From an optimization exercise on the open Yosys and OpenROAD flow, aimed at small area, a short achievable clock period and few clock cycles; shortcuts taken in it are not production practice.
Function was checked by simulation only, so behaviour that the tests miss may differ from the original.

## design/flow/config.mk

```make
export PLATFORM = sky130hd
export DESIGN_NAME = CONV
export DESIGN_NICKNAME = CONV
export VERILOG_FILES = /design/flow/design.v
export SDC_FILE = /design/flow/constraint.sdc
export NUM_CORES = 4
export LEC_CHECK = 0
export CAP_MARGIN = 20
export CORE_MARGIN = 2
export CORE_UTILIZATION = 40
export SLEW_MARGIN = 20
```

## design/flow/constraint.sdc

```tcl
create_clock -name core_clock -period 13.0 [get_ports {clk}]
set_input_delay 2.6000 -clock core_clock [delete_from_list [all_inputs] [get_ports {clk}]]
set_output_delay 2.6000 -clock core_clock [all_outputs]
set_load 0.01 [all_outputs]
```

## design/flow/design.v

```verilog
`timescale 1ns/10ps
module  CONV(
	input				clk,
	input				reset,
	output logic		busy,	
	input				ready,	
	output logic [13:0]	iaddr,
	input  		 [7:0]	idata,	
	output logic		ioe,
	output logic		wen_L0,
	output logic		oe_L0,
	output logic [13:0]	addr_L0,
	output logic [11:0] w_data_L0,
	input  		 [11:0] r_data_L0,
	output logic 		wen_L1,
	output logic		oe_L1,
	output logic [11:0]	addr_L1,
	output logic [11:0]	w_data_L1,
	input  		 [11:0]	r_data_L1,
	output logic		oe_weight,
	output logic [15:0]	addr_weight,
	input  logic signed  [7:0]  r_data_weight,
	output logic		wen_L2,
	output logic [3:0]	addr_L2,
	output logic [31:0]	w_data_L2
	);
reg [1:0] fully_flag;
reg[3:0] i0,i4,i5,i6;
reg [3:0] state,next_state;
reg [11:0] data [0:8];
reg [15:0] zero_index,addr_index0,addr_index1,addr_index2,addr_index3,addr_index4,L0_index;
reg signed [31:0] data_fully;
parameter INIT=4'd0,ADDR1=4'd1,WAIT1=4'd2,DATA_i0=4'd3,LAYER0=4'd4,ADDR2=4'd5,LAYER1=4'd6,
		  LAYER1_1=4'd7,ADDR3=4'd8,WAIT3=4'd9,LAYER2=4'd10,LAYER2_1=4'd11,FINI=4'd12;
always @(posedge clk or posedge reset ) begin
  if(reset) state<=INIT;
  else state<=next_state;
end
always @(*) begin
	case (state)
		INIT:begin
			next_state=(ready)?ADDR1:INIT;	
		end 
		ADDR1:begin
			next_state=WAIT1;
		end
		WAIT1:begin
			next_state=(fully_flag==0)?DATA_i0:(fully_flag==1)?LAYER1:LAYER2;		   
		end
		DATA_i0:begin
			next_state=(i0>=8&&zero_index==0||i0>=7&&zero_index==127||i0>=5&&zero_index==16510||
			            i0>=4&&zero_index==16637||i0>=8&&zero_index%130==0&&zero_index!=0&&zero_index!=16510||
						i5>=7&&zero_index%130==127&&zero_index!=127&&zero_index!=16637||
						i6>=8&&zero_index>0&&zero_index<127||i4>=5&&zero_index>16510&&zero_index<16637||i4>=8)?LAYER0:ADDR1;	
		end
		LAYER0:begin
			next_state=(L0_index>=16383)?ADDR2:ADDR1;
		end
		ADDR2:begin
			next_state=WAIT1;
		end
		LAYER1:begin
			next_state=(i0>=3)?LAYER1_1:ADDR2;
		end
		LAYER1_1:begin
			next_state=(addr_index1>=4095)?ADDR3:ADDR2;
		end
		ADDR3:begin
			next_state=WAIT1;
		end
		LAYER2:begin
			next_state=(addr_index2>=4095)?LAYER2_1:ADDR3;
		end
		LAYER2_1:begin
			next_state=(addr_index4>=9)?FINI:ADDR3;
		end
		FINI:begin
			next_state=INIT;
		end
		default: next_state=INIT;
	endcase
end
always @(posedge clk) begin
	case (state)
		INIT:begin
			zero_index<=16'h0;
			i0<=4'h4;
			i4<=4'h0;
			i5<=4'h0;
			i6<=4'h3;
			addr_index0<=0;
			addr_index1<=126;
			addr_index2<=0;
			addr_index3<=16128;
			addr_index4<=0;
			L0_index<=0;
			wen_L0<=0;
			ioe<=0;
			busy<=0;
			data_fully<=0;
			fully_flag<=0;
			wen_L1<=0;
			wen_L2<=0;
			oe_L0<=0;
			oe_L1<=0;
			oe_weight<=0;
		end 
		ADDR1:begin
			wen_L0<=0;
            ioe<=1;
			if (zero_index==0) begin
				if (i0==4) iaddr<=14'h0;
				else if (i0==5) iaddr<=14'h1; 
				else if (i0==7) iaddr<=14'h80;
				else iaddr<=14'h81;	
			end
			else if (zero_index==127) begin
				if (i0==3) iaddr<=14'h7E;
				else if (i0==4) iaddr<=14'h7F; 
				else if (i0==6) iaddr<=14'hFE;
				else iaddr<=14'hFF;	
			end
			else if (zero_index==16510) begin
				if (i0==1) iaddr<=14'h3F00;
				else if (i0==2) iaddr<=14'h3F01; 
				else if (i0==4) iaddr<=14'h3F80;
				else iaddr<=14'h3F81;		
			end
			else if (zero_index==16637) begin
				if (i0==0) iaddr<=14'h3F7E;
				else if (i0==1) iaddr<=14'h3F7F; 
				else if (i0==3) iaddr<=14'h3FFE;
				else iaddr<=14'h3FFF;		
			end
			else if (zero_index%130==0&&zero_index!=0&&zero_index!=16510) begin
				if (i0==1) iaddr<=addr_index0;
				else if (i0==2) iaddr<=addr_index0+1; 
				else if (i0==4) iaddr<=addr_index0+128;
				else if (i0==5) iaddr<=addr_index0+129;
				else if (i0==7) iaddr<=addr_index0+256;
				else iaddr<=addr_index0+257;
			end
			else if (zero_index%130==127&&zero_index!=127&&zero_index!=16637) begin
				if (i5==0) iaddr<=addr_index1;
				else if (i5==1) iaddr<=addr_index1+1; 
				else if (i5==3) iaddr<=addr_index1+128;
				else if (i5==4) iaddr<=addr_index1+129;
				else if (i5==6) iaddr<=addr_index1+256;
				else iaddr<=addr_index1+257;	
			end
			else if (zero_index>0&&zero_index<127) begin
				if (i6==3) iaddr<=addr_index2;
				else if (i6==4) iaddr<=addr_index2+1; 
				else if (i6==5) iaddr<=addr_index2+2;
				else if (i6==6) iaddr<=addr_index2+128;
				else if (i6==7) iaddr<=addr_index2+129;
				else iaddr<=addr_index2+130;	
			end
			else if (zero_index>16510&&zero_index<16637) begin
				if (i4==0) iaddr<=addr_index3;
				else if (i4==1) iaddr<=addr_index3+1; 
				else if (i4==2) iaddr<=addr_index3+2;
				else if (i4==3) iaddr<=addr_index3+128;
				else if (i4==4) iaddr<=addr_index3+129;
				else iaddr<=addr_index3+130;
			end
			else begin
				if (i4==0) iaddr<=addr_index4;
				else if (i4==1) iaddr<=addr_index4+1; 
				else if (i4==2) iaddr<=addr_index4+2;
				else if (i4==3) iaddr<=addr_index4+128;
				else if (i4==4) iaddr<=addr_index4+129;
				else if (i4==5) iaddr<=addr_index4+130;
				else if (i4==6) iaddr<=addr_index4+256;
				else if (i4==7) iaddr<=addr_index4+257;
				else iaddr<=addr_index4+258;	
			end
		end
		DATA_i0:begin
			if (zero_index==0) begin
				data[0]<=8'h0;
			    data[1]<=8'h0;
			    data[2]<=8'h0;
			    data[3]<=8'h0;
			    data[6]<=8'h0;
                data[i0]<=idata;
			    i0<=(i0==5)?i0+2:i0+1;	
			end
			else if (zero_index==127) begin
				data[0]<=8'h0;
			    data[1]<=8'h0;
			    data[2]<=8'h0;
			    data[5]<=8'h0;
			    data[8]<=8'h0;
                data[i0]<=idata;
			    i0<=(i0==4)?i0+2:i0+1;		
			end
			else if (zero_index==16510) begin
			    data[0]<=8'h0;
			    data[3]<=8'h0;
			    data[6]<=8'h0;
			    data[7]<=8'h0;
			    data[8]<=8'h0;
                data[i0]<=idata;
			    i0<=(i0==2)?i0+2:i0+1;	
			end
			else if (zero_index==16637) begin
				data[2]<=8'h0;
			    data[5]<=8'h0;
			    data[6]<=8'h0;
			    data[7]<=8'h0;
			    data[8]<=8'h0;
                data[i0]<=idata;
			    i0<=(i0==1)?i0+2:i0+1;
			end
			else if (zero_index%130==0&&zero_index!=0&&zero_index!=16510) begin
			   data[0]<=8'h0;
               data[3]<=8'h0;
               data[6]<=8'h0;
               data[i0]<=idata;
               i0<=(i0%3==2)?i0+2:i0+1;	
			end
			else if (zero_index%130==127&&zero_index!=127&&zero_index!=16637) begin
			    data[2]<=8'h0;
			    data[5]<=8'h0;
			    data[8]<=8'h0;
			    data[i5]<=idata;
			    i5<=(i5%3==1)?i5+2:i5+1;
			end
			else if (zero_index>0&&zero_index<127) begin
				data[0]<=8'h0;
                data[1]<=8'h0;
                data[2]<=8'h0;
                data[i6]<=idata;
                i6<=i6+1;
			end
			else if ((zero_index>16510&&zero_index<16637)) begin
				data[6]<=8'h0;
			    data[7]<=8'h0;
			    data[8]<=8'h0;
			    data[i4]<=idata;
			    i4<=i4+1;
			end
			else begin
				data[i4]<=idata;
			    i4<=i4+1;
			end	
		end
		LAYER0:begin
			if (i0>=8&&zero_index==0) begin
				i0<=3;
				zero_index<=zero_index+1;
			end
			else if (i0>=7&&zero_index==127) begin
				i0<=1;
				zero_index<=zero_index+3;
			end
			else if (i0>=5&&zero_index==16510) begin
				i0<=0;
				zero_index<=zero_index+1;
			end
			else if (i0>=4&&zero_index==16637) begin
				i0<=0;
				zero_index<=zero_index+1;
				addr_index0<=0;
				addr_index1<=0;
				addr_index2<=0;
				addr_index3<=0;
				addr_index4<=0;
			end
			else if (i0>=8&&zero_index%130==0&&zero_index!=0&&zero_index!=16510) begin
				i0<=0;
				zero_index<=zero_index+1;
				addr_index0<=addr_index0+128;
			end
			else if (i5>=7&&zero_index%130==127&&zero_index!=127&&zero_index!=16637) begin
				i5<=0;
				zero_index<=zero_index+3;
				addr_index1<=addr_index1+128;
			end
			else if (i6>=8&&zero_index>0&&zero_index<127) begin
				i6<=0;
				zero_index<=zero_index+1;
				addr_index2<=addr_index2+1;
			end
			else if (i4>=5&&zero_index>16510&&zero_index<16637) begin
				i4<=0;
				zero_index<=zero_index+1;
				addr_index3<=addr_index3+1;
			end
			else begin
				i4<=0;
				zero_index<=zero_index+1;
				addr_index4<=(addr_index4%128==125)?addr_index4+3:addr_index4+1;
			end
		    ioe<=0;
			wen_L0<=1;
			L0_index<=L0_index+1;
			addr_L0<=L0_index;
            w_data_L0<=($signed(-(data[0]<<1)+data[2]+data[4]+(data[5]<<1)+
                       data[6]+(data[7]<<1)-((data[8]<<1)+data[8]))>0)?$signed(-(data[0]<<1)+data[2]+data[4]+(data[5]<<1)+
                       data[6]+(data[7]<<1)-((data[8]<<1)+data[8])):0;
		end
        ADDR2:begin
			fully_flag<=1;
			wen_L0<=0;
			wen_L1<=0;
			oe_L0<=1;
			if(i0==0) addr_L0<=addr_index0;
			else if (i0==1) addr_L0<=addr_index0+1;
			else if (i0==2) addr_L0<=addr_index0+128;
            else addr_L0<=addr_index0+129;			
		end
		LAYER1:begin
			data[i0]<=r_data_L0;
			i0<=i0+1;
		end
		LAYER1_1:begin
			i0<=0;
			addr_index0<=(addr_index0%128==126)?addr_index0+130:addr_index0+2;
            wen_L1<=1;
			oe_L0<=0;
			addr_L1<=addr_index1;
			addr_index1<=addr_index1+1;
			w_data_L1<=(data[0]>=data[1]&&data[0]>=data[2]&&data[0]>=data[3])?data[0]:
			           (data[1]>=data[2]&&data[1]>=data[3]&&data[1]>=data[0])?data[1]:
					   (data[2]>=data[3]&&data[2]>=data[1]&&data[2]>=data[0])?data[2]:
					   (data[3]>=data[0]&&data[3]>=data[2]&&data[3]>=data[1])?data[3]:0;
		end
		ADDR3:begin
			fully_flag<=2;
			wen_L1<=0;
			wen_L2<=0;
			oe_L1<=1;
			oe_weight<=1;
			addr_L1<=addr_index2;
            addr_weight<=addr_index3;
		end
		LAYER2:begin
			data_fully<=$signed(r_data_L1)*r_data_weight+data_fully;
			addr_index2<=addr_index2+1;
			addr_index3<=addr_index3+1;
		end
		LAYER2_1:begin
			addr_index2<=0;
			oe_L1<=0;
			oe_weight<=0;
			wen_L2<=1;
			addr_L2<=addr_index4;
			w_data_L2<=(data_fully>0)?data_fully:data_fully>>>16;
			addr_index4<=addr_index4+1;
			data_fully<=32'b0;
		end
		FINI:begin
			busy<=1;
		end
		default; 
	endcase
end
endmodule
```

## design/flow/run.sh

```bash
#!/bin/bash
# synth_recipe.tcl (not shown) runs the flow's synth.tcl, then flattens the netlist and writes it again
# the make line also repeats each setting of config.mk as NAME=value (left out here)
make -C /OpenROAD-flow-scripts/flow DESIGN_CONFIG=/design/flow/config.mk WORK_HOME=/design/flow/orfs CLKGATE_MAP_FILE= SYNTH_SCRIPT=/design/flow/synth_recipe.tcl finish
```

==> reports/metrics.cfg <==
[run_status]
status = complete, no violations

[placement]
place.gp.congestion = 0.951
io_buffer_count = 166
dpl.hpwl_mm = 85.3
dp_cells = 5312
place_area_um2 = 39500
dp_slack_ps = 650

[drt]
postRouteAntennaNets = 0
vias = 31196
drt_wl_total_mm = 113
drt_iter0_drc = 2787
first_pass_iters = 5
wl_per_cell_um = 20.8
routed_via_density = 5.77
drc = 0

[critical_path]
critPathArrivalTime_ps = 12450
required_ps = 13320
start_kind = register
reg2reg_from = zero_index[11]
critPathMaxStageDelay_ps = 730
critPathCaptureType = register
crit_fanout = 15
cp-startpoint = zero_index[11]
critPathSlowestCell = or4_1
crit_type = reg -> reg
crit_top_cell = mux2i_1

[synth]
yosysSeqAreaShare = 0.301
synthesis.nets = 4584
muxShareOfSynthArea = 0.0422
async_flop_share = 0.0102
synth-compound-area-share = 0.176
synth.distinct_cells = 129
syn_area_um2 = 36700
synthAdderAreaFrac = 0.191
syn_area_per_cell_um2 = 8.94
synth_ff_type = edfxtp_1
synth_cells = 4107
yosys.area_share.simple = 0.178
synth_top_family_by_area = adder cells
synth_edf_count = 318
synth_seq_cells = 392
synth_warnings = 1
synthXorXnorAreaFrac = 0.0503

[timing]
slew_headroom = 0.245
setup_ws_ps = 860
tns_ps = 0
fin_skew_ps = 46.1
slew_violations = 0
finalCritPeriodShare = 0.934
finalSetupViolCount = 0
tightest_slew_ps = 1130
hold_viol = 0
period_needed_ps = 12140
fmax_ghz = 0.0824

[die]
start_util = 0.402
die_x_um = 307
dieArea_um2 = 94300
die_h_um = 307
io_pins = 167
core_um2 = 91400
rows = 111

[cells_and_area]
n_antenna_cell = 0
fin_area_um2 = 41300
nets = 4654
fillers = 8840
fin_cells = 5404
drive_gt1_frac = 0.0671
syn_to_final_growth_pct = 12.4

[clock_tree]
numCtsBuffers = 49
htree_levels = 2
root_buffer = clkbuf_16
cts_tree = yes
insertion_delay_ps = 670
cts_setup_buffers = 0
path_clk_slew_ps = 60
cts_sinks = 392
cts_max_path_buffers = 3

[global_routing]
grt_overflow = 0
grt_max_degree = 42
grt_usage = 0.237
grt_pass1_wl_mm = 176
antenna_found_initial = 1
grt_pass1_vias = 29980

[hold_path]
hold_class = reg -> reg
hold_path.startpoint = data[8][4]

[flow_run]
maxCapViolCount = 0

[cell usage after synthesis (11+ instances only)]
| cell | n | area, um^2 |
|---|---|---|
| nand2b_1 | 43 | 269 |
| inv_1 | 391 | 1470 |
| a31oi_1 | 46 | 288 |
| mux2i_1 | 111 | 1110 |
| and2_1 | 66 | 413 |
| nor4_1 | 30 | 188 |
| a211oi_1 | 25 | 188 |
| edfxtp_1 | 318 | 9550 |
| o22ai_1 | 43 | 269 |
| fa_1 | 208 | 4160 |
| and3_1 | 40 | 250 |
| o21ai_0 | 230 | 1150 |
| nor3_1 | 72 | 360 |
| o31ai_1 | 19 | 143 |
| o211ai_1 | 43 | 323 |
| a21o_1 | 28 | 210 |
| clkbuf_1 | 157 | 589 |
| or3_1 | 14 | 87.6 |
| or2_2 | 31 | 194 |
| mux2_2 | 29 | 327 |
| a21oi_1 | 235 | 1180 |
| nand3_1 | 140 | 701 |
| o21bai_1 | 36 | 270 |
| a311oi_1 | 11 | 96.3 |
| buf_2 | 13 | 65.1 |
| dfxtp_1 | 70 | 1400 |
| o21a_1 | 11 | 82.6 |
| a221oi_1 | 21 | 184 |
| nand4_1 | 59 | 369 |
| nor2b_1 | 38 | 238 |
| xor2_1 | 69 | 604 |
| ha_1 | 226 | 2830 |
| o2111ai_1 | 15 | 131 |
| nand2_1 | 409 | 1540 |
| nor2_1 | 361 | 1360 |
| a22oi_1 | 29 | 218 |
| o21ai_1 | 15 | 75.1 |
| xnor2_1 | 140 | 1230 |
[worst max-delay path: cells and delay by family, from the launching register on]
family	cells	cell delay (ps)
AOI/OAI and AO/OA	14	3960
adders and majority gates	2	590
buffers and inverters	2	190
DFF	1	660
muxes	3	770
and+or+nand+nor	15	5620
[cell usage in the layout (no fill, tap or decap), types with 66 or more instances in the layout]
cell type,n
and2_1,66
fa_1,208
xor2_1,69
dfxtp_1,70
o21ai_0,226
a21oi_1,234
ha_1,226
nor2_1,356
inv_1,391
xnor2_1,140
clkdlybuf4s50_1,166
edfxtp_1,318
mux2i_1,111
nor3_1,67
nand2_1,408
nand3_1,139
[stage by stage]
stage                      util  hold WS, ps
final                     0.452          459
after global routing      0.452          485
after CTS                 0.452          463
after detailed placement  0.433          454
after global placement    0.432          447
after floorplan               -          424
[cell families (layout without fill, tap and decap cells)]
kind of cell             Yosys count  count (layout)
AND/OR/NAND/NOR                 1365            1365
XOR/XNOR                         210             210
multiplexers                     149             149
adder cells (fa/ha/maj)          436             436
AO/OA/AOI/OAI                    967             967
flip-flops                       392             392
other                              1               1
buffers and inverters            587             698
[state kept, by name, indices dropped and copies added (netlist names), 12 cells and up]
name and flops:
iaddr 14, w_data_L0 12, addr_index4 16, data_fully 32, zero_index 16, addr_weight 16
addr_L1 12, data 106, addr_L0 14, addr_index0 13, w_data_L1 12, addr_index2 16
addr_index1 16, L0_index 16, w_data_L2 32, addr_index3 16
[routing by layer]
| layer | share of wire | global-route usage | up-vias |
|---|---|---|---|
| li1 | - | - | 14700 |
| met1 | 0.47 | 0.347 | 15293 |
| met2 | 0.44 | 0.364 | 1041 |
| met3 | 0.066 | 0.0364 | 162 |
| met4 | 0.026 | 0.0622 | 0 |
| met5 | 0 | 0 | - |
[layout make-up]
class / instances / area [um^2] / area share
clock inverters: 35 / 437 / 0.0106
multi-input cells: 3128 / 23500 / 0.570
repair buffers: 210 / 1990 / 0.0482
well taps: 1186 / 1480 / 0.0359
clock buffers: 57 / 1330 / 0.0322
flip-flops and latches: 392 / 11100 / 0.268
inverters: 396 / 1490 / 0.0360
[worst paths after layout]
kind	slack [ps]	depth (start not counted)	to
max	860	36	data[1][3]
min reg2reg	460	2	data[8][4]
min in group asynchronous	2170	2	state[0]
min	460	2	data[8][4]
max in group asynchronous	10610	2	state[1]
max reg2reg	860	36	data[1][3]
[repair_timing]
item / 4_1_cts / 5_1_grt
endpoints found under the setup margin: 0 / 75
resized for setup: 0 / 4
hold buffers: 0 / 0
endpoints found under the hold margin: 0 / 0
Testbench counts, summed over its fixed seeds: cycles 5,054,392.

-- re-timing with driven ports --
No port has a modelled driver above. Below, the same layout with a new extraction and two added sets of constraints.
Step 1 (the two cells are an assumption about what drives the block):
set clk [get_ports {clk}]
set_driving_cell -lib_cell sky130_fd_sc_hd__clkbuf_16 $clk
set_driving_cell -lib_cell sky130_fd_sc_hd__buf_2 [delete_from_list [all_inputs] $clk]
Step 2, shift: input delay + t, output delay - t, t = (earliest + latest rising clock arrival at the registers) / 2. This alone moves slack from input paths to output paths.
Three values: ideal ports, drivers, drivers and shift; two values: the first two.
t (ns): 0.720
slack for setup (ns): 0.860 / 0.860 / 0.860
slew at the worst register clock pin (ns): 0.07 / 0.07
After both steps setup and hold are still met in this run. The setup slack of this run moves by 0.000 ns with the drivers and by 0.000 ns with both steps.
